Background: an optimization exercise with open tools, aiming at small area. Do not read the settings as production practice. Function was checked by simulation only, so behaviour that the tests miss may differ from the original. Power figures rest on the tool's default switching activity, not on a simulated workload.

## design/flow/run.sh

```bash
#!/bin/bash
# synth_recipe.tcl (not shown) runs the flow's synth.tcl, then flattens the netlist and writes it again
# the make line also repeats each setting of config.mk as NAME=value (left out here)
make -C /OpenROAD-flow-scripts/flow DESIGN_CONFIG=/design/flow/config.mk WORK_HOME=/design/flow/orfs CLKGATE_MAP_FILE= SYNTH_SCRIPT=/design/flow/synth_recipe.tcl finish
```

## design/flow/config.mk

```make
export PLATFORM = sky130hd
export DESIGN_NAME = ospi_flash
export DESIGN_NICKNAME = ospi_flash
export VERILOG_FILES = /design/flow/design.v
export SDC_FILE = /design/flow/constraint.sdc
export NUM_CORES = 8
export LEC_CHECK = 0
export CAP_MARGIN = 40
export CORE_MARGIN = 2
export CORE_UTILIZATION = 75
export CTS_BUF_LIST = sky130_fd_sc_hd__clkbuf_16
export CTS_CLUSTER_DIAMETER = 60
export CTS_CLUSTER_SIZE = 40
export PLACE_DENSITY = 0.85
export SLEW_MARGIN = 40
export SYNTH_HIERARCHICAL = 1
export SYNTH_MINIMUM_KEEP_SIZE = 0
```

## design/flow/constraint.sdc

```tcl
create_clock -name core_clock -period 14.0 [get_ports {clk}]
set_input_delay 2.8000 -clock core_clock [delete_from_list [all_inputs] [get_ports {clk}]]
set_output_delay 2.8000 -clock core_clock [all_outputs]
set_load 0.01 [all_outputs]
```

## design/flow/design.v

```verilog
module ospi_flash(
    input wire clk,
    output wire [7:0] OSPI_IO_out,
    output wire OSPI_IO_oe,
    input wire OSPI_CS,
    input wire reset_n,
    input wire write_enable,
    input wire read_enable,
    input wire erase_enable,
    input wire [7:0] data_in,
    input wire [23:0] address,
    output reg [7:0] data_out,
    input wire HOLD_N,
    input wire [1:0] mode
);
    reg hold_active;
    reg ph;                        
    reg [7:0] st [0:255];          
    wire [7:0] a = address[7:0];
    wire act = !hold_active && !OSPI_CS;
    wire we  = reset_n && act && (write_enable || erase_enable);
    wire [7:0] wd = we ? ((erase_enable ? 8'hFF : data_in) ^ {8{ph}}) : 8'hFF;
    wire [15:0] pa, pb, pan, pbwn;
    genvar i, j, b;
    generate
        for (i = 0; i < 16; i = i + 1) begin : g_pre
            assign pa[i]   = (a[3:0] == i);
            assign pb[i]   = (a[7:4] == i);
            assign pan[i]  = ~pa[i];
            assign pbwn[i] = ~(we & pb[i]);
        end
    endgenerate
    wire [255:0] sn, w;
    wire [7:0] nx [0:255];
    wire [7:0] hit [0:127];
    generate
        for (j = 0; j < 16; j = j + 1) begin : g_hi
            for (i = 0; i < 16; i = i + 1) begin : g_lo
                localparam integer R = 16 * j + i;
                ospi_nand2 u_sn (.a(pa[i]), .b(pb[j]), .y(sn[R]));
                ospi_nor2  u_w  (.a(pan[i]), .b(pbwn[j]), .y(w[R]));
                for (b = 0; b < 8; b = b + 1) begin : g_bit
                    ospi_oai22 u_nx (.a1(st[R][b]), .a2(w[R]), .b1(wd[b]), .b2(sn[R]), .y(nx[R][b]));
                end
                always @(posedge clk)
                    st[R] <= nx[R];
            end
        end
        for (i = 0; i < 128; i = i + 1) begin : g_pair
            for (b = 0; b < 8; b = b + 1) begin : g_bit
                ospi_oai22 u_hit (.a1(st[2*i][b]), .a2(sn[2*i]), .b1(st[2*i+1][b]), .b2(sn[2*i+1]), .y(hit[i][b]));
            end
        end
    endgenerate
    wire [7:0] l2 [0:7];
    wire [7:0] sel;
    generate
        for (b = 0; b < 8; b = b + 1) begin : g_or
            for (i = 0; i < 8; i = i + 1) begin : g_l2
                ospi_or16 u (.x({hit[16*i+15][b], hit[16*i+14][b], hit[16*i+13][b], hit[16*i+12][b],
                                 hit[16*i+11][b], hit[16*i+10][b], hit[16*i+9][b],  hit[16*i+8][b],
                                 hit[16*i+7][b],  hit[16*i+6][b],  hit[16*i+5][b],  hit[16*i+4][b],
                                 hit[16*i+3][b],  hit[16*i+2][b],  hit[16*i+1][b],  hit[16*i][b]}),
                             .y(l2[i][b]));
            end
            ospi_or8 u_l3 (.x({l2[7][b], l2[6][b], l2[5][b], l2[4][b], l2[3][b], l2[2][b], l2[1][b], l2[0][b]}),
                           .y(sel[b]));
        end
    endgenerate
    wire [7:0] d = sel ^ {8{~ph}};
    always @(posedge clk)
        ph <= ~ph;
    always @(posedge clk or negedge reset_n) begin
        if (!reset_n) begin
            data_out <= 8'hFF;
            hold_active <= 1'b0;
        end else begin
            hold_active <= !HOLD_N;
            if (act && read_enable)
                data_out <= d;
        end
    end
    assign OSPI_IO_oe = act && read_enable;
    reg [7:0] perm;
    always @(*) begin
        case (mode)
            2'b00: perm = d;
            2'b01: perm = {d[3:0], d[7:4]};
            2'b10: perm = {d[1:0], d[3:2], d[5:4], d[7:6]};
            default: perm = {d[0], d[1], d[2], d[3], d[4], d[5], d[6], d[7]};
        endcase
    end
    assign OSPI_IO_out = OSPI_IO_oe ? perm : 8'h00;
endmodule
module ospi_oai22(input wire a1, input wire a2, input wire b1, input wire b2, output wire y);
    assign y = ~((a1 | a2) & (b1 | b2));
endmodule
module ospi_nand2(input wire a, input wire b, output wire y);
    assign y = ~(a & b);
endmodule
module ospi_nor2(input wire a, input wire b, output wire y);
    assign y = ~(a | b);
endmodule
module ospi_or16(input wire [15:0] x, output wire y);
    assign y = |x;
endmodule
module ospi_or8(input wire [7:0] x, output wire y);
    assign y = |x;
endmodule
```

==> results of run 1 <==
kinds of logic after synthesis:
group / after synthesis
compound gates: 3089
flops: 2058
simple gates: 956
buf+inv: 26
mux: 24
xor+xnor: 8
layout by cell type, fill, tap and decap left out, types with 19 or more instances in the layout:
cell type / netlist / routed
nor4_1: 274 / 262
o22ai_1: 3072 / 3072
nand4_1: 81 / 81
inv_12: 0 / 19
clkdlybuf4s50_1: 0 / 41
inv_16: 0 / 25
buf_4: 0 / 74
clkinv_8: 0 / 22
clkbuf_16: 0 / 112
nor2_1: 278 / 268
nand2_1: 276 / 274
dfxtp_1: 2049 / 2049
sequential cells by signal (all words and copies together), names as in the netlist:
signal / flops
ph: 1
hold_active: 1
st: 2048
data_out: 8
Yosys stat by module (local to each module, per instance):
module,flip-flops and latches,copies in the design,cells inside,cell area (µm²)
ospi_flash,2058,1,2233,42400
ospi_or16,0,64,5,31.3
ospi_or8,0,8,3,16.3
ospi_oai22,0,3072,1,6.26
ospi_nand2,0,256,1,3.75
ospi_nor2,0,256,1,3.75
metal layers:
metal / vias up / global-route usage / part of all wire / routed length [µm]
li1: 26500 / - / - / -
met1: 29000 / 0.605 / 0.36 / 78800
met2: 4326 / 0.671 / 0.43 / 92300
met3: 1038 / 0.124 / 0.13 / 28900
met4: 4 / 0.299 / 0.079 / 17100
met5: - / 0 / 0.00012 / 26
power breakdown:
part	internal (mW)	switching, mW
Clock	1.75	2.35
Sequential	5.95	0.0533
Combinational	0.135	0.243
Total	7.84	2.64
critical path, cell delays in order:
cell	delay, ns
clkdlybuf4s50_1	0.98
nand2b_1	0.41
nor2_4	0.04
buf_4	0.33
nand2_1	0.50
o22ai_1	0.23
nor4_1	0.74
nand4_1	0.35
nor4_2	0.91
nand2_1	0.41
mux4_2	0.60
mux2i_1	0.20
clkdlybuf4s50_1	0.56
area by class of cell:
cell class	instances	area [µm²]	share of cell area
antenna	10	25.0	0.000342
clock buffer	112	2800	0.0383
clock inverter	100	1600	0.0219
inverter	4	15.0	0.000205
multi-input combinational	4077	24600	0.337
sequential	2058	41300	0.564
tap	1155	1450	0.0198
timing repair buffer	139	1350	0.0185
path summary, 6_finish.rpt:
kind	from	to	slack, ns
setup / recovery	address[3]	OSPI_IO_out[0]	2.11
hold / removal	st[39][2]	st[39][2]	0.45
setup reg to reg	st[215][7]	data_out[7]	10.52
hold reg to reg	st[39][2]	st[39][2]	0.45
max in group asynchronous	reset_n	data_out[2]	11.33
min in group asynchronous	reset_n	hold_active	2.34
==> results.py, run 1 <==
metrics = {
    "run_status": {
        "status": "no timing/DRC/antenna violations",
    },
    "clocking": {
        "cts_tree": "built",
        "clockBufferDepth": 3,
        "cts-root-buf": "clkbuf_16",
        "clk_latency_ns": 0.76,
        "clock-sinks": 2058,
        "clk_transition_reported_paths_ns": 0.09,
        "htree_levels": 3,
        "cts_hold_buffers": 0,
        "post_cts_buffers": 0,
        "cts_resized": 0,
        "cts_made_buffers": 111,
    },
    "power_and_ir_drop": {
        "total_power_mw": 10.5,
        "peakVddDrop_mv": 0.147,
        "power_density_nw_per_um2": 143,
        "leakagePower_nw": 27.4,
    },
    "yosys": {
        "synthXorXnorAreaFrac": 0.00107,
        "synth.top_cells.by_count": "3,072 x o22ai_1, 2,049 x dfxtp_1, 278 x nor2_1",
        "async_flop_share": 0.00437,
        "yosys_warnings": 9,
        "synth-simple-area-share": 0.0696,
        "synthFlopType": "dfxtp_1",
        "synth_area_per_cell_um2": 10.7,
        "synth-edff-count": 0,
        "syn_area_um2": 65700,
        "syn-num-nets": 6202,
        "synth_top_area_cell": "dfxtp_1",
        "yosysMostFrequentCell": "o22ai_1",
        "synth_top_area_share": 0.624,
        "synth_mux_area_frac": 0.00533,
        "synthDistinctLibCells": 28,
        "synth-seq-cells": 2058,
        "synth_compound_area_frac": 0.294,
        "synth_top_family_by_area": "compound AO/OA/AOI/OAI gates",
        "seq_area_frac_synth": 0.628,
        "synth_fa_ha_area_frac": 0,
        "syn_inst": 6161,
        "synthTopCellsByArea": "dfxtp_1 62%, o22ai_1 29%, nor4_1 2.6%, nor2_1 1.6%, nand2_1 1.6%",
    },
    "die": {
        "die_w_um": 300,
        "dieArea_um2": 90000,
        "io_pins": 58,
        "initial_core_util": 0.757,
        "die_h_um": 300,
        "core_um2": 86800,
        "rows": 108,
    },
    "finish": {
        "synthToLayoutAreaGrowth_pct": 11.3,
        "fin_nets": 6432,
        "fin_cells": 7655,
        "fin_util": 0.843,
        "fillers": 4863,
        "drive_gt1_frac": 0.0570,
        "design_area_um2": 73100,
    },
    "min_path": {
        "holdPathStages": 1,
        "hp-class": "flop to flop",
    },
    "detailed_routing": {
        "postRouteWirelength_mm": 217,
        "dr.pass1.iters": 9,
        "drc": 0,
        "drtIter0Drc": 8694,
        "viasPerCell": 7.96,
        "vias": 60900,
        "wl_per_cell_um": 28.4,
        "ant_nets": 0,
    },
    "sta": {
        "grt_setup_unrepaired": "false",
        "fin_crit_ns": 11.89,
        "finalCritPeriodShare": 0.850,
        "hold_viol": 0,
        "hold_slack_ns": 0.448,
        "setup_ws_ns": 2.11,
        "max_freq_mhz": 84.1,
        "finalClockSkew_ns": 0.0264,
        "drv_slew": 0,
        "setup_tns_ns": 0,
        "setup_viol": 0,
        "worst_pin_slew_ns": 0.964,
        "relSlewSlack": 0.352,
    },
    "setup_path": {
        "cp-start-kind": "input port",
        "crit_type": "input port to output pin",
        "r2r_cells": 7,
        "crit_fanout": 16,
        "worstPathRequired_ns": 11.20,
        "arrival_ns": 9.09,
        "critPathCaptureType": "output pin",
    },
    "grt": {
        "grt_pass1_wl_mm": 324,
        "grt_pass1_vias": 55500,
        "grt_usage": 0.459,
        "antenna_found_initial": 8,
        "overflow": 0,
        "grt_max_degree": 179,
    },
    "placement": {
        "hpwl_mm": 131,
        "dp_cells": 7429,
        "pre_cts_ws_ns": 2.51,
        "placed_area_um2": 68600,
        "port_buffers": 41,
        "gp_congestion": 0.940,
    },
    "flow_run": {
        "max_cap_viol_count": 0,
    },
}
==> run 2, diff against run 1 <==
--- a/design/flow/config.mk
+++ b/design/flow/config.mk
@@ -9,8 +9,8 @@
 export CORE_MARGIN = 2
 export CORE_UTILIZATION = 75
 export CTS_BUF_LIST = sky130_fd_sc_hd__clkbuf_16
-export CTS_CLUSTER_DIAMETER = 60
-export CTS_CLUSTER_SIZE = 40
+export CTS_CLUSTER_DIAMETER = 40
+export CTS_CLUSTER_SIZE = 25
 export PLACE_DENSITY = 0.85
 export SLEW_MARGIN = 40
 export SYNTH_HIERARCHICAL = 1
==> run 2 against run 1 <==
  * Utilization increased by 1.8 points
  * Critical path depth did not move
  * Fmax shrank 0.24%
  * Largest cell class unchanged
  * Worst setup slack got worse by 0.028 ns
  * Die area is the same
  * Critical path type unchanged
  * Register-to-register slack lost 0.05 ns
  * Total power grew 8.6%
  * Final cell count up 1.6%
  * Worst hold slack worse by 0.0040 ns
  * Largest power group unchanged
  * Non-clock buffer count did not move
==> results.py, run 2 <==
metrics = {
    "detailed_routing": {
        "wl_per_cell_um": 28.4,
        "viasPerCell": 7.94,
        "vias": 61700,
        "drtIter0Drc": 8973,
        "postRouteWirelength_mm": 221,
        "ant_nets": 0,
        "dr.pass1.iters": 8,
        "drc": 0,
    },
    "yosys": {
        "syn-num-nets": 6202,
        "syn_area_um2": 65700,
        "synthDistinctLibCells": 28,
        "synth_top_area_cell": "dfxtp_1",
        "async_flop_share": 0.00437,
        "yosysMostFrequentCell": "o22ai_1",
        "synth-edff-count": 0,
        "synth.top_cells.by_count": "3,072 x o22ai_1, 2,049 x dfxtp_1, 278 x nor2_1",
        "synth-seq-cells": 2058,
        "synth_area_per_cell_um2": 10.7,
        "synth_top_area_share": 0.624,
        "yosys_warnings": 9,
        "syn_inst": 6161,
        "seq_area_frac_synth": 0.628,
        "synthTopCellsByArea": "dfxtp_1 62%, o22ai_1 29%, nor4_1 2.6%, nor2_1 1.6%, nand2_1 1.6%",
        "synthFlopType": "dfxtp_1",
    },
    "sta": {
        "worst_pin_slew_ns": 0.958,
        "setup_ws_ns": 2.08,
        "setup_viol": 0,
        "max_freq_mhz": 83.9,
        "hold_viol": 0,
        "drv_slew": 0,
        "finalClockSkew_ns": 0.0304,
        "hold_slack_ns": 0.444,
        "setup_tns_ns": 0,
        "relSlewSlack": 0.356,
        "fin_crit_ns": 11.92,
        "grt_setup_unrepaired": "false",
        "finalCritPeriodShare": 0.852,
    },
    "clocking": {
        "cts_tree": "built",
        "cts-root-buf": "clkbuf_16",
        "clk_transition_reported_paths_ns": 0.07,
        "clk_latency_ns": 0.80,
        "cts_made_buffers": 174,
        "clock-sinks": 2058,
        "clockBufferDepth": 3,
        "post_cts_buffers": 0,
        "cts_resized": 0,
        "cts_hold_buffers": 0,
        "htree_levels": 4,
    },
    "power_and_ir_drop": {
        "total_power_mw": 11.4,
        "power_density_nw_per_um2": 152,
        "leakagePower_nw": 28.2,
        "peakVddDrop_mv": 0.143,
    },
    "grt": {
        "grt-busiest-layer": "met2",
        "overflow": 0,
        "grt_pass1_vias": 56400,
        "grt_usage": 0.470,
        "met3_usage": 0.139,
        "met2_usage": 0.685,
        "grt_pass1_wl_mm": 331,
        "globalRouteMet1Util": 0.608,
        "grt_max_degree": 179,
        "antenna_found_initial": 13,
    },
    "die": {
        "dieArea_um2": 90000,
        "io_pins": 58,
        "core_um2": 86800,
        "rows": 108,
        "die_w_um": 300,
        "initial_core_util": 0.757,
        "die_h_um": 300,
    },
    "finish": {
        "largest_reg_flops": 2048,
        "synthToLayoutAreaGrowth_pct": 13.7,
        "layout_common_cells": "3,072 x o22ai_1, 2,049 x dfxtp_1, 274 x nand2_1",
        "drive_gt1_frac": 0.0702,
        "reg.largest.list": "st: 2048 flops, data_out: 8 flops",
        "layout_commonest_cell": "o22ai_1",
        "regMostFlops": "st",
        "design_area_um2": 74700,
        "fillers": 4593,
        "fin_nets": 6495,
    },
    "placement": {
        "port_buffers": 41,
        "hpwl_mm": 131,
        "placed_area_um2": 68600,
        "pre_cts_ws_ns": 2.51,
        "gp_congestion": 0.940,
    },
    "setup_path": {
        "worstPathRequired_ns": 11.20,
        "crit_fanout": 16,
        "critPathCaptureType": "output pin",
        "crit_type": "input port to output pin",
        "arrival_ns": 9.12,
        "cp-start-kind": "input port",
    },
    "run_status": {
        "status": "no timing/DRC/antenna violations",
    },
    "flow_run": {
        "max_cap_viol_count": 0,
    },
    "min_path": {
        "hp-class": "flop to flop",
    },
}
## run 2: cell counts after synthesis
No cell type changed its count.
## run 2: worst paths after layout
path,slack [ns],from,to,cells after the start
max,2.08,address[2],OSPI_IO_out[0],13
min,0.44,st[153][6],st[153][6],1
max reg2reg,10.47,st[105][6],data_out[6],7
min reg2reg,0.44,st[153][6],st[153][6],1
max in group asynchronous,11.34,reset_n,data_out[7],1
min in group asynchronous,2.33,reset_n,hold_active,1
## run 2: kinds of logic after synthesis
group / share of synthesized area
compound gates: 0.294
flops: 0.628
simple gates: 0.0696
buf+inv: 0.00173
mux: 0.00533
xor+xnor: 0.00107
## run 2: worst max-delay path, stage by stage
cell	delay (ns)
clkdlybuf4s50_1	0.98
nand2b_1	0.43
nor2_4	0.19
buf_4	0.31
nand2_1	0.49
o22ai_1	0.22
nor4_1	0.62
nand4_1	0.43
nor4_2	0.82
nand2_1	0.45
mux4_2	0.58
mux2i_1	0.20
clkdlybuf4s50_1	0.56
## run 2: Yosys stat by module (local to each module, per instance)
module / flops+latches / cells inside / area (µm²) / times used
ospi_nand2: 0 / 1 / 3.75 / 256
ospi_oai22: 0 / 1 / 6.26 / 3072
ospi_nor2: 0 / 1 / 3.75 / 256
ospi_or16: 0 / 5 / 31.3 / 64
ospi_flash: 2058 / 2233 / 42400 / 1
ospi_or8: 0 / 3 / 16.3 / 8
## run 2: stage by stage
| step | instances | utilization |
|---|---|---|
| 6_report | 7774 | 0.861 |
| 2_1_floorplan | 6161 | - |
| 4_1_cts | 7759 | 0.859 |
| 5_1_grt | 7765 | 0.861 |
| 3_5_place_dp | 7429 | 0.791 |
| 3_3_place_gp | 7410 | 0.787 |
## run 2: power breakdown
group | total (mW) | switching (mW) | internal (mW) | leakage, nW
combinational | 0.382 | 0.247 | 0.134 | 6.44
sequential | 6.00 | 0.0537 | 5.95 | 18.8
clock | 5.00 | 2.39 | 2.61 | 2.91
## run 2: final cells by class
cell class,count,area (µm²),area share
inverters,4,15.0,0.000201
multi-input cells,4077,24600,0.330
clock buffers,175,4380,0.0586
diodes,11,27.5,0.000369
repair buffers,139,1350,0.0181
flip-flops and latches,2058,41300,0.552
well taps,1155,1450,0.0193
clock inverters,155,1600,0.0214
## run 2: metal layers
| metal | vias up | share of wire | wire length [µm] |
|---|---|---|---|
| met3 | 1100 | 0.14 | 30400 |
| met4 | 12 | 0.077 | 17100 |
| met1 | 29200 | 0.36 | 79400 |
| li1 | 26700 | - | - |
| met5 | - | 0.00038 | 85 |
| met2 | 4642 | 0.43 | 94100 |
==> run 3, diff against run 2 <==
--- a/design/flow/config.mk
+++ b/design/flow/config.mk
@@ -9,8 +9,9 @@
 export CORE_MARGIN = 2
 export CORE_UTILIZATION = 75
 export CTS_BUF_LIST = sky130_fd_sc_hd__clkbuf_16
-export CTS_CLUSTER_DIAMETER = 40
-export CTS_CLUSTER_SIZE = 25
+export CTS_CLUSTER_DIAMETER = 80
+export CTS_CLUSTER_SIZE = 30
+export GPL_TIMING_DRIVEN = 0
 export PLACE_DENSITY = 0.85
 export SLEW_MARGIN = 40
 export SYNTH_HIERARCHICAL = 1
==> run 3 against run 2 <==
  * Die area stayed put
  * Sequential share of layout area rose by 1.2 points
  * Count of clock-buffer cells in the layout fell by 95
  * Worst hold slack gained 0.0045 ns
  * Total power down 19%
  * Clock skew is 0.010 ns lower
  * Critical path depth increased by 2
  * Critical path type unchanged
==> results.py, run 3 <==
metrics = {
    "power_and_ir_drop": {
        "power_density_nw_per_um2": 126,
        "total_power_mw": 9.20,
        "peakVddDrop_mv": 0.124,
        "leakagePower_nw": 27.4,
    },
    "clocking": {
        "clk_latency_ns": 0.69,
        "clockBufferDepth": 3,
        "cts_tree": "built",
        "clk_transition_reported_paths_ns": 0.10,
        "cts_made_buffers": 78,
        "htree_levels": 3,
        "post_cts_buffers": 0,
        "cts-root-buf": "clkbuf_16",
        "clock-sinks": 2058,
        "cts_hold_buffers": 0,
        "cts_resized": 0,
    },
    "sta": {
        "setup_tns_ns": 0,
        "grt_setup_unrepaired": "false",
        "relSlewSlack": 0.298,
        "worst_pin_slew_ns": 1.04,
        "finalCritPeriodShare": 0.880,
        "setup_ws_ns": 1.68,
        "setup_viol": 0,
        "finalClockSkew_ns": 0.0205,
        "drv_slew": 0,
        "hold_viol": 0,
        "max_freq_mhz": 81.2,
        "fin_crit_ns": 12.32,
        "hold_slack_ns": 0.449,
    },
    "detailed_routing": {
        "dr.pass1.iters": 9,
        "viasPerCell": 7.91,
        "wl_per_cell_um": 28.5,
        "postRouteWirelength_mm": 225,
        "vias": 62700,
        "drc": 0,
        "ant_nets": 0,
        "drtIter0Drc": 9375,
    },
    "grt": {
        "grt_pass1_vias": 57700,
        "grt_usage": 0.481,
        "grt_pass1_wl_mm": 338,
        "overflow": 0,
        "grt_max_degree": 32,
        "antenna_found_initial": 13,
    },
    "setup_path": {
        "worstPathRequired_ns": 11.20,
        "critPathCaptureType": "output pin",
        "path_cells": "clkdlybuf4s50_1 -> clkbuf_1 -> nor3_2 -> buf_4 -> buf_2 -> buf_4 -> nand2_1 -> o22ai_1 -> nor4_1 -> nand4_1 -> nor4_2 -> nand2_1 -> mux4_2 -> mux2i_1 -> clkdlybuf4s50_1",
        "critPathMaxStageDelay_ns": 0.98,
        "crit_type": "input port to output pin",
        "arrival_ns": 9.52,
        "cp-start-kind": "input port",
        "crit_slowest_cell": "nor4_2",
        "crit_fanout": 16,
    },
    "yosys": {
        "synthFlopType": "dfxtp_1",
        "synthDistinctLibCells": 28,
        "synth-edff-count": 0,
        "seq_area_frac_synth": 0.628,
        "synth.top_cells.by_count": "3,072 x o22ai_1, 2,049 x dfxtp_1, 278 x nor2_1",
        "synth_top_area_share": 0.624,
        "async_flop_share": 0.00437,
        "syn_area_um2": 65700,
        "syn_inst": 6161,
        "synth-seq-cells": 2058,
        "synthTopCellsByArea": "dfxtp_1 62%, o22ai_1 29%, nor4_1 2.6%, nor2_1 1.6%, nand2_1 1.6%",
        "syn-num-nets": 6202,
        "synth_area_per_cell_um2": 10.7,
        "yosys_warnings": 9,
        "synth_top_area_cell": "dfxtp_1",
        "yosysMostFrequentCell": "o22ai_1",
    },
    "die": {
        "core_um2": 86800,
        "die_h_um": 300,
        "io_pins": 58,
        "dieArea_um2": 90000,
        "rows": 108,
        "initial_core_util": 0.757,
        "die_w_um": 300,
    },
    "finish": {
        "fin_util": 0.842,
        "fillers": 4992,
        "fin_cells": 7921,
        "synthToLayoutAreaGrowth_pct": 11.2,
        "drive_gt1_frac": 0.0935,
        "layout_common_cells": "3,072 x o22ai_1, 2,049 x dfxtp_1, 347 x buf_2",
        "largest_reg_flops": 2048,
        "design_area_um2": 73000,
        "reg.largest.list": "st: 2048 flops, data_out: 8 flops",
        "regMostFlops": "st",
        "fin_nets": 6781,
        "layout_commonest_cell": "o22ai_1",
    },
    "placement": {
        "dp_cells": 7815,
        "pre_cts_ws_ns": 2.29,
        "gp_congestion": 0.914,
        "placed_area_um2": 70900,
        "hpwl_mm": 156,
        "port_buffers": 38,
    },
    "run_status": {
        "status": "no timing/DRC/antenna violations",
    },
    "flow_run": {
        "max_cap_viol_count": 0,
    },
    "min_path": {
        "hp-class": "flop to flop",
    },
}
## run 3: cell types whose count changed in the layout (fill, tap and decap cells not counted), sizes merged
| cell | change |
|---|---|
| clkinv | -57 |
| inv | -60 |
| diode | +8 |
| clkdlybuf4s50 | -3 |
| clkbuf | -82 |
| buf | +372 |
| clkinvlp | -20 |
| bufinv | -11 |
## run 3: Yosys stat by module (local to each module, per instance)
module      copies in the design  flip-flops and latches  cells inside  area [µm²]
ospi_or16                     64                       0             5        31.3
ospi_or8                       8                       0             3        16.3
ospi_nand2                   256                       0             1        3.75
ospi_flash                     1                    2058          2233       42400
ospi_nor2                    256                       0             1        3.75
ospi_oai22                  3072                       0             1        6.26
## run 3: cell type report
class | count | area, µm² | share of cell area
tap | 1155 | 1450 | 0.0198
clock buffer | 80 | 2000 | 0.0274
buffer | 22 | 100 | 0.00137
clock inverter | 7 | 66.3 | 0.000908
timing repair buffer | 499 | 3370 | 0.0462
inverter | 4 | 20.0 | 0.000274
sequential | 2058 | 41300 | 0.565
antenna | 19 | 47.5 | 0.000651
multi-input combinational | 4077 | 24700 | 0.339
## run 3: cell families (layout without fill, tap and decap cells)
group,Yosys count,count (layout),share of synthesized area
compound gates,3089,3089,0.294
flops,2058,2058,0.628
simple gates,956,956,0.0696
buf+inv,26,612,0.00173
mux,24,24,0.00533
xor+xnor,8,8,0.00107
other cells,0,19,0
## run 3: path summary, 6_finish.rpt
path	from	to	slack, ns	cells after the start
worst max-delay path	address[1]	OSPI_IO_out[1]	1.68	15
worst min-delay path	st[18][4]	st[18][4]	0.45	1
worst max register to register	hold_active	st[213][5]	9.66	14
worst min register to register	st[18][4]	st[18][4]	0.45	1
max in group asynchronous	reset_n	hold_active	11.05	1
min in group asynchronous	reset_n	hold_active	2.52	1
## run 3: critical path: cells and delay by family
family,cells,cell delay [ns]
buffers and inverters,6,2.54
AND/OR/NAND/NOR,6,3.14
multiplexers,2,0.83
AO/OA/AOI/OAI,1,0.18
## run 3: metal layers
layer | GRT usage | share of wire
met4 | 0.319 | 0.083
met3 | 0.165 | 0.14
met1 | 0.615 | 0.35
met2 | 0.693 | 0.42
met5 | 0.00476 | 0.00045
## run 3: report_power, final
| group | internal (mW) | total (mW) | switching [mW] |
|---|---|---|---|
| Combinational | 0.148 | 0.412 | 0.264 |
| Sequential | 5.95 | 6.01 | 0.0537 |
| Clock | 1.04 | 2.79 | 1.74 |
==> run 4, diff against run 3 <==
--- a/design/flow/config.mk
+++ b/design/flow/config.mk
@@ -11,7 +11,6 @@
 export CTS_BUF_LIST = sky130_fd_sc_hd__clkbuf_16
 export CTS_CLUSTER_DIAMETER = 80
 export CTS_CLUSTER_SIZE = 30
-export GPL_TIMING_DRIVEN = 0
 export PLACE_DENSITY = 0.85
 export SLEW_MARGIN = 40
 export SYNTH_HIERARCHICAL = 1
==> run 4 against run 3 <==
  * Still clean on timing, DRC and antenna
  * Cell area is 3.1% lower
  * Critical path depth down 2
  * First-iteration DRC count fell by 15%
  * Total power shrank 0.58%
  * Clock skew is 0.0098 ns higher
  * Critical endpoint unchanged
  * Sequential power about the same
  * Non-clock buffer count down 384
==> results.py, run 4 <==
metrics = {
    "die": {
        "core_um2": 86800,
        "die_h_um": 300,
        "io_pins": 58,
        "die_w_um": 300,
        "dieArea_um2": 90000,
        "rows": 108,
        "initial_core_util": 0.757,
    },
    "yosys": {
        "synth.top_cells.by_count": "3,072 x o22ai_1, 2,049 x dfxtp_1, 278 x nor2_1",
        "yosys_warnings": 9,
        "synthFlopType": "dfxtp_1",
        "synthTopCellsByArea": "dfxtp_1 62%, o22ai_1 29%, nor4_1 2.6%, nor2_1 1.6%, nand2_1 1.6%",
        "async_flop_share": 0.00437,
        "syn_inst": 6161,
        "synth_area_per_cell_um2": 10.7,
        "synth_top_area_share": 0.624,
        "yosysMostFrequentCell": "o22ai_1",
        "synth_top_area_cell": "dfxtp_1",
        "syn_area_um2": 65700,
        "synthDistinctLibCells": 28,
        "synth-edff-count": 0,
        "synth-seq-cells": 2058,
        "syn-num-nets": 6202,
        "seq_area_frac_synth": 0.628,
    },
    "finish": {
        "drive_gt1_frac": 0.0382,
        "synthToLayoutAreaGrowth_pct": 7.69,
        "regMostFlops": "st",
        "design_area_um2": 70800,
        "fin_cells": 7527,
        "largest_reg_flops": 2048,
        "fin_nets": 6397,
        "layout_commonest_cell": "o22ai_1",
        "reg.largest.list": "st: 2048 flops, data_out: 8 flops",
        "layout_common_cells": "3,072 x o22ai_1, 2,049 x dfxtp_1, 274 x nand2_1",
    },
    "setup_path": {
        "crit_slowest_cell": "clkdlybuf4s50_1",
        "ff2ff_setup_slack_ns": 10.60,
        "rr_endpoint": "data_out[3]",
        "crit_fanout": 16,
        "critPathCaptureType": "output pin",
        "cp-start-kind": "input port",
        "crit_start": "address[2]",
        "path_cells": "clkdlybuf4s50_1 -> nand2b_1 -> nor2_4 -> buf_4 -> nand2_1 -> o22ai_1 -> nor4_1 -> nand4_1 -> nor4_2 -> nand2_1 -> mux4_2 -> mux2i_1 -> clkdlybuf4s50_1",
        "crit_type": "input port to output pin",
        "worstPathRequired_ns": 11.20,
        "critPathMaxStageDelay_ns": 0.99,
        "r2r_start": "st[214][3]",
        "r2r_cells": 7,
        "arrival_ns": 9.13,
    },
    "clocking": {
        "clock-sinks": 2058,
        "cts_made_buffers": 78,
        "post_cts_buffers": 0,
        "cts-root-buf": "clkbuf_16",
        "cts_hold_buffers": 0,
        "clk_transition_reported_paths_ns": 0.10,
        "cts_resized": 0,
        "clockBufferDepth": 3,
        "clk_latency_ns": 0.70,
        "cts_tree": "built",
        "htree_levels": 3,
    },
    "sta": {
        "finalClockSkew_ns": 0.0303,
        "grt_setup_unrepaired": "false",
        "hold_viol": 0,
        "worst_pin_slew_ns": 0.925,
        "setup_viol": 0,
        "max_freq_mhz": 83.8,
        "drv_slew": 0,
        "finalCritPeriodShare": 0.852,
        "relSlewSlack": 0.378,
        "fin_crit_ns": 11.93,
        "hold_slack_ns": 0.449,
        "setup_tns_ns": 0,
    },
    "power_and_ir_drop": {
        "peakVddDrop_mv": 0.131,
        "power_density_nw_per_um2": 129,
        "leakagePower_nw": 26.3,
    },
    "detailed_routing": {
        "drtIter0Drc": 8001,
        "wl_per_cell_um": 27.9,
        "postRouteWirelength_mm": 210,
        "dr.pass1.iters": 9,
        "vias": 59600,
        "ant_nets": 0,
        "viasPerCell": 7.92,
        "drc": 0,
    },
    "placement": {
        "hpwl_mm": 131,
        "dp_cells": 7429,
        "gp_congestion": 0.940,
        "port_buffers": 41,
        "placed_area_um2": 68600,
    },
    "grt": {
        "globalRouteMet1Util": 0.595,
        "grt-busiest-layer": "met2",
        "grt_max_degree": 179,
        "overflow": 0,
        "grt_usage": 0.446,
        "met3_usage": 0.123,
        "grt_pass1_vias": 54000,
        "met2_usage": 0.651,
        "grt_pass1_wl_mm": 315,
        "antenna_found_initial": 9,
    },
    "min_path": {
        "hp-class": "flop to flop",
        "hp-start": "st[163][0]",
        "whs_endpoint": "st[163][0]",
        "holdPathStages": 1,
    },
    "run_status": {
        "status": "no timing/DRC/antenna violations",
    },
    "flow_run": {
        "max_cap_viol_count": 0,
    },
}
==> run 4: cell counts after synthesis <==
No cell type changed its count.
==> run 4: how the worst max path moves through the flow <==
stage / endpoint / slack (ns) / cells after the start
6_report: OSPI_IO_out[1] / 2.07 / 13
2_1_floorplan: st[0][0] / 1.33 / 5
5_1_grt: OSPI_IO_out[0] / 2.09 / 13
3_3_place_gp: OSPI_IO_out[1] / 2.32 / 13
4_1_cts: OSPI_IO_out[0] / 2.48 / 13
3_5_place_dp: OSPI_IO_out[0] / 2.51 / 13
==> run 4: kinds of logic after synthesis <==
family / Yosys count / synth area share
buffers and inverters: 26 / 0.00173
muxes: 24 / 0.00533
xor gates and xnor gates: 8 / 0.00107
AOI/OAI and AO/OA: 3089 / 0.294
and+or+nand+nor: 956 / 0.0696
DFF: 2058 / 0.628
==> run 4: area by class of cell <==
cell class	count	area (µm²)
timing repair buffer	137	1310
multi-input combinational	4077	24600
antenna	9	22.5
clock buffer	80	2000
sequential	2058	41300
tap	1155	1450
fill	5345	16000
clock inverter	7	66.3
inverter	4	15.0
==> run 4: where the power goes <==
| part | total (mW) | switching, mW | internal [mW] |
|---|---|---|---|
| Combinational | 0.375 | 0.240 | 0.135 |
| Sequential | 6.01 | 0.0519 | 5.95 |
| Clock | 2.77 | 1.73 | 1.04 |
==> run 4: through the flow <==
stage / worst slack (ns) / utilization / total power, mW
global route: 2.09 / 0.815 / 9.36
global placement: 2.32 / 0.787 / 6.46
detailed placement: 2.51 / 0.791 / 6.49
floorplan: 1.33 / - / 6.32
CTS: 2.48 / 0.814 / 9.11
finish: 2.07 / 0.816 / 9.15
==> run 4: per-module statistics from Yosys, one instance, submodules excluded <==
| module | cells | times used |
|---|---|---|
| ospi_flash | 2233 | 1 |
| ospi_or16 | 5 | 64 |
| ospi_or8 | 3 | 8 |
| ospi_oai22 | 1 | 3072 |
| ospi_nand2 | 1 | 256 |
| ospi_nor2 | 1 | 256 |
==> run 4: worst max-delay path, delay by kind of cell <==
kind | cells | cell delay [ns]
AO/OA/AOI/OAI | 1 | 0.21
multiplexers | 2 | 0.77
buffers and inverters | 3 | 1.87
AND/OR/NAND/NOR | 7 | 3.46
==> run 4: routing by layer <==
metal | vias to the layer above | share of wire
li1 | 26400 | -
met1 | 28400 | 0.37
met2 | 3952 | 0.43
met3 | 875 | 0.13
met4 | 6 | 0.069
met5 | - | 0.00018
==> run 5, diff against run 4 <==
--- a/design/flow/config.mk
+++ b/design/flow/config.mk
@@ -5,13 +5,13 @@
 export SDC_FILE = /design/flow/constraint.sdc
 export NUM_CORES = 8
 export LEC_CHECK = 0
-export CAP_MARGIN = 40
+export CAP_MARGIN = 25
 export CORE_MARGIN = 2
 export CORE_UTILIZATION = 75
 export CTS_BUF_LIST = sky130_fd_sc_hd__clkbuf_16
 export CTS_CLUSTER_DIAMETER = 80
 export CTS_CLUSTER_SIZE = 30
 export PLACE_DENSITY = 0.85
-export SLEW_MARGIN = 40
+export SLEW_MARGIN = 25
 export SYNTH_HIERARCHICAL = 1
 export SYNTH_MINIMUM_KEEP_SIZE = 0
==> run 5 against run 4 <==
  * Fmax rose by 1.1%
  * Via count fell by 0.25%
  * Worst setup slack improved by 0.13 ns
  * Clock skew fell by 0.0049 ns
  * Cell area fell by 0.30%
  * Non-clock buffer count fell by 10
  * Critical path type unchanged
  * Highest routed layer unchanged
==> results.py, run 5 <==
metrics = {
    "die": {
        "die_w_um": 300,
        "die_h_um": 300,
        "dieArea_um2": 90000,
        "initial_core_util": 0.757,
        "io_pins": 58,
        "core_um2": 86800,
        "rows": 108,
    },
    "sta": {
        "fin_crit_ns": 11.81,
        "grt_setup_unrepaired": "false",
        "max_freq_mhz": 84.7,
        "finalClockSkew_ns": 0.0253,
        "drv_slew": 0,
        "setup_ws_ns": 2.19,
        "relSlewSlack": 0.191,
        "hold_viol": 0,
        "finalCritPeriodShare": 0.843,
        "worst_pin_slew_ns": 1.21,
        "setup_tns_ns": 0,
        "setup_viol": 0,
    },
    "power_and_ir_drop": {
        "clockPowerShare": 0.303,
        "internal_power_mw": 7.13,
        "p_sw_mw": 2.02,
        "p_comb_frac": 0.041,
        "peakVddDrop_mv": 0.135,
        "p_sw_frac": 0.220,
        "total_power_mw": 9.15,
        "leakagePower_nw": 26.2,
        "seqPwrFrac": 0.656,
        "power_density_nw_per_um2": 130,
    },
    "grt": {
        "grt_pass1_wl_mm": 314,
        "grt_pass1_vias": 53800,
        "antenna_found_initial": 10,
        "overflow": 0,
        "grt_usage": 0.445,
        "grt_max_degree": 197,
    },
    "clocking": {
        "post_cts_buffers": 0,
        "clk_transition_reported_paths_ns": 0.10,
        "clockBufferDepth": 3,
        "clk_latency_ns": 0.69,
        "cts_made_buffers": 78,
        "clock-sinks": 2058,
        "cts_tree": "built",
        "htree_levels": 3,
        "cts_resized": 0,
        "cts_hold_buffers": 0,
        "cts-root-buf": "clkbuf_16",
    },
    "detailed_routing": {
        "wl_per_cell_um": 28.0,
        "drtIter0Drc": 8216,
        "vias": 59500,
        "drc": 0,
        "viasPerCell": 7.92,
        "ant_nets": 0,
        "postRouteWirelength_mm": 210,
        "dr.pass1.iters": 8,
    },
    "finish": {
        "layout_common_cells": "3,072 x o22ai_1, 2,049 x dfxtp_1, 274 x nand2_1",
        "drive_gt1_frac": 0.0357,
        "layout_commonest_cell": "o22ai_1",
        "reg.largest.list": "st: 2048 flops, data_out: 8 flops",
        "fin_nets": 6387,
        "synthToLayoutAreaGrowth_pct": 7.38,
        "fillers": 5405,
        "fin_util": 0.813,
        "largest_reg_flops": 2048,
        "regMostFlops": "st",
    },
    "setup_path": {
        "crit_slowest_cell": "clkdlybuf4s50_1",
        "critPathTopFamily": "simple AND/OR/NAND/NOR gates",
        "arrival_ns": 9.01,
        "worstPathRequired_ns": 11.20,
        "critPathCaptureType": "output pin",
        "r2r_start": "st[214][7]",
        "path_cells": "clkdlybuf4s50_1 -> nand2b_1 -> nor2_4 -> buf_4 -> nand2_1 -> o22ai_1 -> nor4_1 -> nand4_1 -> nor4_2 -> nand2_1 -> mux4_2 -> mux2i_1 -> clkdlybuf4s50_1",
        "crit_type": "input port to output pin",
        "critPathMaxStageDelay_ns": 0.90,
        "cp-start-kind": "input port",
        "crit_buf_inv": 3,
        "crit_fanout": 16,
        "crit_start": "address[0]",
    },
    "yosys": {
        "synth_mux_area_frac": 0.00533,
        "synth_top_area_cell": "dfxtp_1",
        "synth_fa_ha_area_frac": 0,
        "yosys_warnings": 9,
        "synthXorXnorAreaFrac": 0.00107,
        "synth-seq-cells": 2058,
        "synth-simple-area-share": 0.0696,
        "syn_area_um2": 65700,
        "yosysMostFrequentCell": "o22ai_1",
        "synth_top_area_share": 0.624,
        "seq_area_frac_synth": 0.628,
        "synth_top_family_by_area": "compound AO/OA/AOI/OAI gates",
        "synth-edff-count": 0,
        "synthDistinctLibCells": 28,
        "synth.top_cells.by_count": "3,072 x o22ai_1, 2,049 x dfxtp_1, 278 x nor2_1",
        "async_flop_share": 0.00437,
        "synth_compound_area_frac": 0.294,
        "synthTopCellsByArea": "dfxtp_1 62%, o22ai_1 29%, nor4_1 2.6%, nor2_1 1.6%, nand2_1 1.6%",
        "syn_inst": 6161,
        "synthFlopType": "dfxtp_1",
        "synth_area_per_cell_um2": 10.7,
        "syn-num-nets": 6202,
    },
    "placement": {
        "hpwl_mm": 130,
        "gp_congestion": 0.940,
        "port_buffers": 41,
        "pre_cts_ws_ns": 2.31,
    },
    "flow_run": {
        "max_cap_viol_count": 0,
    },
    "min_path": {
        "hp-start": "st[153][6]",
        "hp-class": "flop to flop",
    },
    "run_status": {
        "status": "no timing/DRC/antenna violations",
    },
}
## run 5: modules after synthesis, one instance, submodules excluded
module	cells inside	area, µm²	times used	flops+latches
ospi_or8	3	16.3	8	0
ospi_flash	2233	42400	1	2058
ospi_nor2	1	3.75	256	0
ospi_or16	5	31.3	64	0
ospi_oai22	1	6.26	3072	0
ospi_nand2	1	3.75	256	0
## run 5: stage by stage
step           area [µm²]  std cells  hold WS [ns]
2_1_floorplan       65700       6161         0.422
3_3_place_gp        68300       7410         0.430
3_5_place_dp        68300       7414         0.438
4_1_cts             70400       7500         0.451
5_1_grt             70500       7509         0.458
6_report            70600       7513         0.449
## run 5: power groups by stage
stage | clock network [mW] | registers (mW) | logic [mW]
after global placement | 0 | 6.13 | 0.335
final | 2.77 | 6.00 | 0.373
after global routing | 2.96 | 6.02 | 0.377
after detailed placement | 0 | 6.14 | 0.347
after floorplan | 0 | 6.13 | 0.190
after CTS | 2.75 | 6.00 | 0.349
## run 5: final cells by class
cell class | count | area (µm²) | area share
clock buffer | 80 | 2000 | 0.0284
clock inverter | 6 | 62.6 | 0.000887
multi-input combinational | 4077 | 24600 | 0.348
antenna | 6 | 15.0 | 0.000213
inverter | 4 | 15.0 | 0.000213
tap | 1155 | 1450 | 0.0205
timing repair buffer | 127 | 1190 | 0.0169
sequential | 2058 | 41300 | 0.585
## run 5: logic make-up after synthesis
logic type	after synthesis
compound gates	3089
xor+xnor	8
buf+inv	26
flops	2058
mux	24
simple gates	956
## run 5: worst reg2reg max path, cell delays in order (launching register included)
cell and delay [ns]:
dfxtp_1 0.37, o22ai_1 0.12, nor4_1 0.73, nand4_1 0.35, nor4_2 0.87, nand2_1 0.41
xnor2_1 0.22, mux2_1 0.30
## run 5: path summary, 6_finish.rpt
check,cells past startpoint,slack [ns],end
min reg2reg,1,0.45,st[153][6]
min,1,0.45,st[153][6]
min in group asynchronous,1,2.41,hold_active
max,13,2.19,OSPI_IO_out[0]
max in group asynchronous,1,11.27,data_out[1]
max reg2reg,7,10.56,data_out[7]
## run 5: routing by layer
metal	vias to the layer above	share of wire	track usage	routed length, µm
met3	868	0.13	0.114	27800
met5	-	0.00045	0	95
met2	3950	0.43	0.649	89600
met1	28300	0.37	0.600	78200
met4	14	0.068	0.268	14400
li1	26300	-	-	-
==> run 6, diff against run 5 <==
==> design/flow/config.mk (replaced) <==
export PLATFORM = sky130hd
export DESIGN_NAME = ospi_flash
export DESIGN_NICKNAME = ospi_flash
export VERILOG_FILES = /design/flow/design.v
export SDC_FILE = /design/flow/constraint.sdc
export NUM_CORES = 8
export LEC_CHECK = 0
export CAP_MARGIN = 40
export CORE_MARGIN = 2
export CORE_UTILIZATION = 75
export CTS_BUF_LIST = sky130_fd_sc_hd__clkbuf_8
export CTS_CLUSTER_DIAMETER = 60
export CTS_CLUSTER_SIZE = 16
export PLACE_DENSITY = 0.85
export SLEW_MARGIN = 40
export SYNTH_HIERARCHICAL = 1
export SYNTH_MINIMUM_KEEP_SIZE = 0
==> run 6 against run 5 <==
  * Combinational power is essentially flat
  * Worst setup slack worse by 0.11 ns
  * Via count up 0.62%
  * Largest cell class unchanged
==> results.py, run 6 <==
metrics = {
    "yosys": {
        "synth.top_cells.by_count": "3,072 x o22ai_1, 2,049 x dfxtp_1, 278 x nor2_1",
        "synthTopCellsByArea": "dfxtp_1 62%, o22ai_1 29%, nor4_1 2.6%, nor2_1 1.6%, nand2_1 1.6%",
        "synthDistinctLibCells": 28,
        "seq_area_frac_synth": 0.628,
        "async_flop_share": 0.00437,
        "synthFlopType": "dfxtp_1",
        "syn_inst": 6161,
        "syn-num-nets": 6202,
        "synth-seq-cells": 2058,
        "syn_area_um2": 65700,
        "synth-edff-count": 0,
        "yosys_warnings": 9,
        "synth_top_area_share": 0.624,
        "synth_top_area_cell": "dfxtp_1",
        "synth_area_per_cell_um2": 10.7,
        "yosysMostFrequentCell": "o22ai_1",
    },
    "sta": {
        "setup_viol": 0,
        "setup_tns_ns": 0,
        "hold_slack_ns": 0.447,
        "max_freq_mhz": 83.9,
        "finalCritPeriodShare": 0.851,
        "grt_setup_unrepaired": "false",
        "relSlewSlack": 0.361,
        "drv_slew": 0,
        "finalClockSkew_ns": 0.0307,
        "fin_crit_ns": 11.92,
        "hold_viol": 0,
        "worst_pin_slew_ns": 0.950,
    },
    "clocking": {
        "post_cts_buffers": 0,
        "clock-sinks": 2058,
        "cts_tree": "built",
        "clockBufferDepth": 3,
        "htree_levels": 4,
        "cts_made_buffers": 147,
        "clk_latency_ns": 0.89,
        "cts-root-buf": "clkbuf_8",
        "cts_resized": 0,
        "clk_transition_reported_paths_ns": 0.09,
        "cts_hold_buffers": 0,
    },
    "finish": {
        "layout_commonest_cell": "o22ai_1",
        "largest_reg_flops": 2048,
        "synthToLayoutAreaGrowth_pct": 8.06,
        "regArea_um2": 41300,
        "fin_nets": 6467,
        "fin_util": 0.818,
        "fillers": 5337,
        "multi_input_area_um2": 24600,
        "regMostFlops": "st",
        "design_area_um2": 71000,
        "reg.largest.list": "st: 2048 flops, data_out: 8 flops",
        "drive_gt1_frac": 0.0498,
        "layout_common_cells": "3,072 x o22ai_1, 2,049 x dfxtp_1, 274 x nand2_1",
    },
    "setup_path": {
        "critPathTopFamily": "simple AND/OR/NAND/NOR gates",
        "worstPathRequired_ns": 11.20,
        "rr_endpoint": "data_out[3]",
        "cp-start-kind": "input port",
        "arrival_ns": 9.12,
        "crit_slowest_cell": "clkdlybuf4s50_1",
        "critPathMaxStageDelay_ns": 0.98,
        "crit_fanout": 16,
        "crit_buf_inv": 3,
        "ff2ff_setup_slack_ns": 10.53,
        "r2r_start": "st[214][3]",
        "path_cells": "clkdlybuf4s50_1 -> nand2b_1 -> nor2_4 -> buf_4 -> nand2_1 -> o22ai_1 -> nor4_1 -> nand4_1 -> nor4_2 -> nand2_1 -> mux4_2 -> mux2i_1 -> clkdlybuf4s50_1",
        "crit_type": "input port to output pin",
        "r2r_cells": 7,
        "critPathCaptureType": "output pin",
    },
    "detailed_routing": {
        "drtIter0Drc": 8221,
        "vias": 59800,
        "dr.pass1.iters": 9,
        "ant_nets": 0,
        "drc": 0,
        "postRouteWirelength_mm": 211,
        "wl_per_cell_um": 27.7,
        "viasPerCell": 7.86,
    },
    "die": {
        "io_pins": 58,
        "die_h_um": 300,
        "dieArea_um2": 90000,
        "core_um2": 86800,
        "die_w_um": 300,
        "rows": 108,
        "initial_core_util": 0.757,
    },
    "grt": {
        "grt-busiest-layer": "met2",
        "grt_pass1_vias": 53900,
        "globalRouteMet1Util": 0.595,
        "grt_pass1_wl_mm": 314,
        "overflow": 0,
        "grt_usage": 0.446,
        "grt_max_degree": 179,
        "met2_usage": 0.649,
        "met3_usage": 0.122,
        "antenna_found_initial": 13,
    },
    "min_path": {
        "hp-class": "flop to flop",
        "hp-start": "st[179][5]",
        "whs_endpoint": "st[179][5]",
        "holdPathStages": 1,
    },
    "run_status": {
        "status": "no timing/DRC/antenna violations",
    },
    "power_and_ir_drop": {
        "power_density_nw_per_um2": 130,
        "peakVddDrop_mv": 0.128,
        "total_power_mw": 9.21,
        "leakagePower_nw": 26.5,
    },
    "placement": {
        "gp_congestion": 0.940,
        "hpwl_mm": 131,
        "port_buffers": 41,
        "placed_area_um2": 68600,
    },
    "flow_run": {
        "max_cap_viol_count": 0,
    },
}
## run 6: cell types whose count changed in the layout (fill, tap and decap cells not counted), sizes merged
cell / delta
clkbuf: +77
bufinv: +3
clkinvlp: +3
diode: +6
buf: +11
clkinv: -1
## run 6: metal layers
metal	up-vias	share of wire
li1	26500	-
met4	8	0.068
met5	-	0.00026
met2	3991	0.43
met3	887	0.13
met1	28500	0.37
## run 6: how the worst max path moves through the flow
stage | from | to | slack [ns] | cells after the start
6_report | address[2] | OSPI_IO_out[0] | 2.08 | 13
3_5_place_dp | address[2] | OSPI_IO_out[0] | 2.51 | 13
3_3_place_gp | address[2] | OSPI_IO_out[1] | 2.32 | 13
4_1_cts | address[3] | OSPI_IO_out[0] | 2.46 | 13
2_1_floorplan | erase_enable | st[0][0] | 1.33 | 5
5_1_grt | address[2] | OSPI_IO_out[0] | 2.09 | 13
## run 6: cell families after synthesis
| logic type | Yosys count | synth area share |
|---|---|---|
| AO/OA/AOI/OAI | 3089 | 0.294 |
| multiplexers | 24 | 0.00533 |
| AND/OR/NAND/NOR | 956 | 0.0696 |
| buffers and inverters | 26 | 0.00173 |
| XOR/XNOR | 8 | 0.00107 |
| flip-flops | 2058 | 0.628 |
## run 6: per-module statistics from Yosys, one instance, submodules excluded
module	area (µm²)	cells inside	flops+latches	times used
ospi_flash	42400	2233	2058	1
ospi_nand2	3.75	1	0	256
ospi_nor2	3.75	1	0	256
ospi_oai22	6.26	1	0	3072
ospi_or16	31.3	5	0	64
ospi_or8	16.3	3	0	8
## run 6: stage by stage
step / instances / setup WS (ns)
2_1_floorplan: 6161 / 1.33
3_3_place_gp: 7410 / 2.32
3_5_place_dp: 7429 / 2.51
4_1_cts: 7597 / 2.46
5_1_grt: 7603 / 2.09
6_report: 7612 / 2.08
## run 6: worst reg2reg max path, delay by kind of cell, from the launching register on
kind	cells	cell delay, ns
AO/OA/AOI/OAI	1	0.12
XOR/XNOR	1	0.24
flip-flops	1	0.35
multiplexers	1	0.32
AND/OR/NAND/NOR	4	2.38
## run 6: final cells by class
class,count,share of cell area
Inverter,4,0.000211
Timing Repair Buffer,138,0.0188
Multi-Input combinational cell,4077,0.347
Clock buffer,157,0.0304
Sequential cell,2058,0.581
Clock inverter,11,0.00187
Tap cell,1155,0.0204
Antenna cell,12,0.000423
## run 6: report_power, final
part / switching (mW) / internal, mW
registers: 0.0514 / 5.95
logic: 0.240 / 0.135
clock network: 1.77 / 1.06
==> run 7, diff against run 6 <==
==> design/flow/flow/run.sh (new file) <==
#!/bin/bash
# The standard layout, with two changes: port buffers use the smallest
# buffer cell, and clock tree synthesis inserts no dummy loads.
set -euo pipefail
export BUFFER_PORTS_ARGS="-buffer_cell sky130_fd_sc_hd__buf_1"
export CTS_ARGS="-sink_clustering_enable -repair_clock_nets -dont_use_dummy_load -buf_list sky130_fd_sc_hd__clkbuf_16 -sink_clustering_size 30 -sink_clustering_max_diameter 60"
bash standard.sh > standard.log 2>&1
==> design/flow/standard.sh (new file) <==
#!/bin/bash
# synth_recipe.tcl (not shown) runs the flow's synth.tcl, then flattens the netlist and writes it again
# the make line also repeats each setting of config.mk as NAME=value (left out here)
make -C /OpenROAD-flow-scripts/flow DESIGN_CONFIG=/design/flow/config.mk WORK_HOME=/design/flow/orfs CLKGATE_MAP_FILE= SYNTH_SCRIPT=/design/flow/synth_recipe.tcl "${@:-finish}"
--- a/design/flow/config.mk
+++ b/design/flow/config.mk
@@ -8,9 +8,9 @@
 export CAP_MARGIN = 40
 export CORE_MARGIN = 2
 export CORE_UTILIZATION = 75
-export CTS_BUF_LIST = sky130_fd_sc_hd__clkbuf_8
-export CTS_CLUSTER_DIAMETER = 60
-export CTS_CLUSTER_SIZE = 16
+export CTS_BUF_LIST = sky130_fd_sc_hd__clkbuf_16
+export CTS_CLUSTER_DIAMETER = 80
+export CTS_CLUSTER_SIZE = 30
 export PLACE_DENSITY = 0.85
 export SLEW_MARGIN = 40
 export SYNTH_HIERARCHICAL = 1
removed: design/flow/run.sh
==> run 7 against run 6 <==
  * Register-to-register slack worse by 0.21 ns
  * Sequential share of layout area down 0.18 points
  * Combinational power down 4%
  * Largest cell class unchanged
  * Highest routed layer unchanged
==> results.py, run 7 <==
metrics = {
    "run_status": {
        "status": "no timing/DRC/antenna violations",
    },
    "yosys": {
        "synthXorXnorAreaFrac": 0.00107,
        "synth_mux_area_frac": 0.00533,
        "syn-num-nets": 6202,
        "synth_top_family_by_area": "compound AO/OA/AOI/OAI gates",
        "syn_inst": 6161,
        "synth_compound_area_frac": 0.294,
        "async_flop_share": 0.00437,
        "synth.top_cells.by_count": "3,072 x o22ai_1, 2,049 x dfxtp_1, 278 x nor2_1",
        "syn_area_um2": 65700,
        "yosysMostFrequentCell": "o22ai_1",
        "synth-simple-area-share": 0.0696,
        "yosys_warnings": 9,
        "synthDistinctLibCells": 28,
        "synth_top_area_cell": "dfxtp_1",
        "synthTopCellsByArea": "dfxtp_1 62%, o22ai_1 29%, nor4_1 2.6%, nor2_1 1.6%, nand2_1 1.6%",
        "synth-seq-cells": 2058,
        "synth-edff-count": 0,
        "synth_area_per_cell_um2": 10.7,
        "synth_top_area_share": 0.624,
        "seq_area_frac_synth": 0.628,
        "synth_fa_ha_area_frac": 0,
        "synthFlopType": "dfxtp_1",
    },
    "setup_path": {
        "critPathTopFamily": "simple AND/OR/NAND/NOR gates",
        "cp_common_cell": "nand2_1",
        "path_cells": "clkbuf_2 -> nand2b_1 -> nor3_4 -> buf_4 -> nand2_1 -> o22ai_1 -> nor4_1 -> nand4_1 -> nor4_2 -> nand2_1 -> mux4_2 -> mux2i_1 -> buf_1",
        "crit_fanout": 16,
        "arrival_ns": 8.21,
        "cp-start-kind": "input port",
        "crit_start": "address[0]",
        "ff2ff_setup_slack_ns": 10.32,
        "critPathMaxStageDelay_ns": 0.98,
        "worstPathRequired_ns": 11.20,
        "critPathCaptureType": "output pin",
        "crit_slowest_cell": "nor4_2",
        "crit_buf_inv": 3,
        "r2r_start": "ph",
        "crit_type": "input port to output pin",
    },
    "sta": {
        "worst_pin_slew_ns": 1.07,
        "finalClockSkew_ns": 0.0644,
        "relSlewSlack": 0.284,
        "fin_crit_ns": 11.01,
        "finalCritPeriodShare": 0.786,
        "drv_slew": 0,
        "setup_tns_ns": 0,
        "setup_viol": 0,
        "grt_setup_unrepaired": "false",
        "max_freq_mhz": 90.8,
        "hold_viol": 0,
    },
    "clocking": {
        "clk_latency_ns": 0.72,
        "cts-root-buf": "clkbuf_16",
        "cts_hold_buffers": 0,
        "clock-sinks": 2058,
        "clockBufferDepth": 3,
        "htree_levels": 3,
        "cts_resized": 0,
        "cts_made_buffers": 109,
        "clk_transition_reported_paths_ns": 0.06,
        "cts_tree": "built",
        "post_cts_buffers": 0,
    },
    "min_path": {
        "hp-class": "flop to flop",
        "hp-start": "st[237][4]",
    },
    "finish": {
        "drive_gt1_frac": 0.0423,
        "fin_nets": 6428,
        "largest_reg_flops": 2048,
        "layout_commonest_cell": "o22ai_1",
        "layout_common_cells": "3,072 x o22ai_1, 2,049 x dfxtp_1, 273 x nand2_1",
        "synthToLayoutAreaGrowth_pct": 8.39,
        "fin_util": 0.821,
        "reg.largest.list": "st: 2048 flops, data_out: 8 flops",
        "regMostFlops": "st",
    },
    "grt": {
        "overflow": 0,
        "grt_pass1_vias": 54700,
        "antenna_found_initial": 12,
        "grt_max_degree": 167,
        "grt_pass1_wl_mm": 318,
        "grt_usage": 0.452,
    },
    "placement": {
        "port_buffers": 41,
        "gp_congestion": 0.950,
        "hpwl_mm": 131,
    },
    "power_and_ir_drop": {
        "power_density_nw_per_um2": 134,
        "leakagePower_nw": 26.5,
        "peakVddDrop_mv": 0.120,
    },
    "die": {
        "die_w_um": 300,
        "die_h_um": 300,
        "dieArea_um2": 90000,
        "initial_core_util": 0.757,
        "io_pins": 58,
        "rows": 108,
        "core_um2": 86800,
    },
    "detailed_routing": {
        "dr.pass1.iters": 6,
        "postRouteWirelength_mm": 213,
        "viasPerCell": 7.98,
        "ant_nets": 0,
        "drc": 0,
        "wl_per_cell_um": 28.2,
        "drtIter0Drc": 8602,
        "vias": 60300,
    },
    "flow_run": {
        "max_cap_viol_count": 0,
    },
}
## run 7: worst paths after layout
path,end,depth (start not counted)
worst max-delay path,OSPI_IO_out[4],13
worst min-delay path,st[237][4],1
worst max register to register,st[197][4],7
worst min register to register,st[237][4],1
max in group asynchronous,data_out[5],1
min in group asynchronous,hold_active,1
## run 7: worst register-to-register path, cell delays in order (launching register included)
cell and delay, ns:
dfxtp_1 0.37, buf_4 0.31, nor3_1 0.10, o211ai_1 0.22
buf_4 0.67, buf_6 0.75, buf_6 0.74, o22ai_1 0.34
## run 7: per-layer routing
layer	vias up	routed length [µm]	track usage
met5	-	83	0
met4	12	16000	0.291
met3	993	27600	0.117
met2	4132	91500	0.669
met1	28700	77600	0.594
li1	26400	-	-
## run 7: cell type report
type	instances	area [µm²]
clock buffer	109	2730
tap	1155	1450
fill	5324	15500
inverter	4	15.0
timing repair buffer	137	1120
multi-input combinational	4077	24600
sequential	2058	41300
antenna	11	27.5
## run 7: logic make-up after synthesis
family                 count (synthesis)
flip-flops                          2058
buffers and inverters                 26
AND/OR/NAND/NOR                      956
multiplexers                          24
XOR/XNOR                               8
AO/OA/AOI/OAI                       3089
## run 7: where the power goes
| part | internal (mW) | total [mW] | switching (mW) | leakage, nW |
|---|---|---|---|---|
| combinational | 0.121 | 0.360 | 0.240 | 6.35 |
| sequential | 5.95 | 6.00 | 0.0518 | 18.8 |
| clock | 1.38 | 3.15 | 1.77 | 1.34 |
| total | 7.45 | 9.51 | 2.06 | 26.5 |
## run 7: metrics by stage
stage	instances	hold slack (ns)	setup slack [ns]	cell area, µm²	power [mW]
2_1_floorplan	6161	0.422	1.33	65700	6.32
3_3_place_gp	7403	0.429	3.03	67900	6.45
3_5_place_dp	7424	0.438	3.11	68300	6.47
4_1_cts	7533	0.446	3.10	71000	9.47
5_1_grt	7541	0.457	3.08	71200	9.72
6_report	7551	0.444	2.99	71200	9.51
## run 7: modules after synthesis (local to each module, per instance)
module / cells / times used
ospi_flash: 2233 / 1
ospi_oai22: 1 / 3072
ospi_or16: 5 / 64
ospi_or8: 3 / 8
ospi_nand2: 1 / 256
ospi_nor2: 1 / 256
==> run 8, diff against run 7 <==
==> design/flow/flow/run.sh (replaced) <==
#!/bin/bash
# The standard layout, with two changes: port buffers use the smallest
# buffer cell, and clock tree synthesis inserts no dummy loads.
set -euo pipefail
export BUFFER_PORTS_ARGS="-buffer_cell sky130_fd_sc_hd__buf_1"
export CTS_ARGS="-sink_clustering_enable -repair_clock_nets -dont_use_dummy_load -buf_list sky130_fd_sc_hd__clkbuf_8 -sink_clustering_size 20 -sink_clustering_max_diameter 60"
bash standard.sh > standard.log 2>&1
==> run 8 against run 7 <==
  * Still clean on timing, DRC and antenna
  * Cell area shrank 1.6%
  * Synthesized area is the same
  * Count of clock-buffer cells in the layout grew 11
  * Sequential power is essentially flat
  * First-iteration DRC count shrank 1.3%
  * Sequential share of layout area grew 0.92 points
  * Worst hold slack gained 0.0039 ns
  * Fmax grew 0.66%
==> results.py, run 8 <==
metrics = {
    "yosys": {
        "synth_area_per_cell_um2": 10.7,
        "yosysMostFrequentCell": "o22ai_1",
        "synth_top_area_cell": "dfxtp_1",
        "syn-num-nets": 6202,
        "synth.top_cells.by_count": "3,072 x o22ai_1, 2,049 x dfxtp_1, 278 x nor2_1",
        "syn_area_um2": 65700,
        "synth-seq-cells": 2058,
        "synth_top_area_share": 0.624,
        "synthDistinctLibCells": 28,
        "synth-edff-count": 0,
        "syn_inst": 6161,
        "synthTopCellsByArea": "dfxtp_1 62%, o22ai_1 29%, nor4_1 2.6%, nor2_1 1.6%, nand2_1 1.6%",
        "seq_area_frac_synth": 0.628,
        "async_flop_share": 0.00437,
        "yosys_warnings": 9,
        "synthFlopType": "dfxtp_1",
    },
    "clocking": {
        "cts-root-buf": "clkbuf_8",
        "clk_latency_ns": 0.84,
        "clock-sinks": 2058,
        "cts_resized": 0,
        "cts_hold_buffers": 0,
        "cts_tree": "built",
        "clockBufferDepth": 3,
        "clk_transition_reported_paths_ns": 0.08,
        "htree_levels": 3,
        "cts_made_buffers": 120,
        "post_cts_buffers": 0,
    },
    "finish": {
        "synthToLayoutAreaGrowth_pct": 6.70,
        "fin_util": 0.808,
        "largest_reg_flops": 2048,
        "drive_gt1_frac": 0.0430,
        "fin_nets": 6436,
        "layout_commonest_cell": "o22ai_1",
        "regMostFlops": "st",
        "reg.largest.list": "st: 2048 flops, data_out: 8 flops",
        "design_area_um2": 70100,
        "layout_common_cells": "3,072 x o22ai_1, 2,049 x dfxtp_1, 274 x nand2_1",
    },
    "die": {
        "core_um2": 86800,
        "die_h_um": 300,
        "rows": 108,
        "dieArea_um2": 90000,
        "io_pins": 58,
        "initial_core_util": 0.757,
        "die_w_um": 300,
    },
    "grt": {
        "grt_usage": 0.447,
        "overflow": 0,
        "grt_max_degree": 167,
        "grt_pass1_wl_mm": 314,
        "grt_pass1_vias": 54000,
        "antenna_found_initial": 15,
    },
    "sta": {
        "relSlewSlack": 0.306,
        "max_freq_mhz": 91.4,
        "worst_pin_slew_ns": 1.04,
        "setup_viol": 0,
        "grt_setup_unrepaired": "false",
        "fin_crit_ns": 10.94,
        "drv_slew": 0,
        "finalClockSkew_ns": 0.0499,
        "setup_tns_ns": 0,
        "finalCritPeriodShare": 0.781,
        "hold_viol": 0,
    },
    "detailed_routing": {
        "dr.pass1.iters": 8,
        "drc": 0,
        "drtIter0Drc": 8489,
        "ant_nets": 0,
        "viasPerCell": 7.90,
        "wl_per_cell_um": 27.8,
        "vias": 59700,
        "postRouteWirelength_mm": 210,
    },
    "power_and_ir_drop": {
        "power_density_nw_per_um2": 126,
        "leakagePower_nw": 26.0,
        "peakVddDrop_mv": 0.107,
    },
    "setup_path": {
        "arrival_ns": 8.14,
        "crit_fanout": 16,
        "crit_type": "input port to output pin",
        "cp-start-kind": "input port",
        "worstPathRequired_ns": 11.20,
        "critPathCaptureType": "output pin",
        "r2r_cells": 7,
    },
    "run_status": {
        "status": "no timing/DRC/antenna violations",
    },
    "min_path": {
        "holdPathStages": 1,
        "hp-class": "flop to flop",
    },
    "placement": {
        "placed_area_um2": 68300,
        "hpwl_mm": 131,
        "gp_congestion": 0.950,
        "port_buffers": 41,
    },
    "flow_run": {
        "max_cap_viol_count": 0,
    },
}
run 8: cell counts after synthesis:
Identical to the previous run, type by type.
run 8: cells by family after synthesis:
logic type | synth area share
AOI/OAI and AO/OA | 0.294
DFF | 0.628
and+or+nand+nor | 0.0696
buffers and inverters | 0.00173
muxes | 0.00533
xor gates and xnor gates | 0.00107
run 8: cell type report:
type | instances | area [µm²]
antenna | 15 | 37.5
clock buffer | 120 | 1650
inverter | 4 | 15.0
tap | 1155 | 1450
multi-input combinational | 4077 | 24600
sequential | 2058 | 41300
timing repair buffer | 134 | 1090
fill | 5597 | 16600
run 8: path summary, 6_finish.rpt:
| path | start | endpoint | slack, ns |
|---|---|---|---|
| setup / recovery | address[2] | OSPI_IO_out[5] | 3.06 |
| hold / removal | st[24][6] | st[24][6] | 0.45 |
| setup reg to reg | ph | st[197][4] | 10.37 |
| hold reg to reg | st[24][6] | st[24][6] | 0.45 |
| max in group asynchronous | reset_n | data_out[1] | 11.77 |
| min in group asynchronous | reset_n | hold_active | 1.87 |
run 8: stage by stage:
stage / setup slack, ns / power (mW) / instances / hold WS (ns)
2_1_floorplan: 1.33 / 6.32 / 6161 / 0.422
3_3_place_gp: 3.03 / 6.45 / 7403 / 0.429
3_5_place_dp: 3.11 / 6.47 / 7424 / 0.438
4_1_cts: 3.10 / 8.79 / 7544 / 0.449
5_1_grt: 3.11 / 9.04 / 7552 / 0.459
6_report: 3.06 / 8.83 / 7563 / 0.448
run 8: power by group:
part / switching (mW) / total (mW) / internal (mW)
clock: 1.70 / 2.47 / 0.768
combinational: 0.239 / 0.359 / 0.121
sequential: 0.0514 / 6.00 / 5.95
total: 1.99 / 8.83 / 6.84
run 8: critical path, cell delays in order:
cell      delay [ns]
clkbuf_2        0.36
nand2b_1        0.40
nor3_2          0.16
buf_4           0.34
nand2_1         0.51
o22ai_1         0.18
nor4_1          0.78
nand4_1         0.44
nor4_2          0.78
nand2_1         0.43
mux4_2          0.56
mux2i_1         0.20
buf_1           0.17
run 8: per-module statistics from Yosys, one instance, submodules excluded:
module | area (µm²) | cells | copies in the design
ospi_nor2 | 3.75 | 1 | 256
ospi_or8 | 16.3 | 3 | 8
ospi_nand2 | 3.75 | 1 | 256
ospi_or16 | 31.3 | 5 | 64
ospi_oai22 | 6.26 | 1 | 3072
ospi_flash | 42400 | 2233 | 1
run 8: routing by layer:
layer  track usage  vias up  wire [µm]  share of wire
met5             0        -         65        0.00031
met4         0.267        6      15400          0.073
met3         0.105      976      26800           0.13
met2         0.661     3965      90200           0.43
met1         0.601    28400      77900           0.37
li1              -    26400          -              -

static timing again, ports no longer ideal:
In the flow no input, the clock included, has a driving cell. The finished layouts below were timed again as built, in two steps. Step 1 sets driving cells, clkbuf_16 on the clock port and buf_2 on the other inputs (assumed; they add their load-dependent delay and slew). Step 2 also shifts input and output timing later by t, the mid clock arrival at the registers, as if the neighbouring blocks saw the same clock. Slacks: ideal / step 1 / step 2; pairs: ideal / step 1.
run	shift t [ns]	setup WS [ns]	cell pins on the clock port's net
run 1	0.817	2.107 / 2.027 / 2.027	1
run 2	0.859	2.078 / 2.010 / 2.010	1
run 3	0.762	1.679 / 1.646 / 1.646	1
run 4	0.768	2.067 / 1.989 / 1.989	1
run 5	0.752	2.194 / 2.122 / 2.122	1
run 6	0.946	2.082 / 1.994 / 1.994	1
run 7	0.762	2.992 / 2.876 / 2.876	1
run 8	0.888	3.064 / 2.936 / 2.936	1
After both steps setup and hold are still met in every run listed. The setup slack of run 8, which loses most, moves by -0.128 ns with the drivers and by -0.128 ns with both steps.
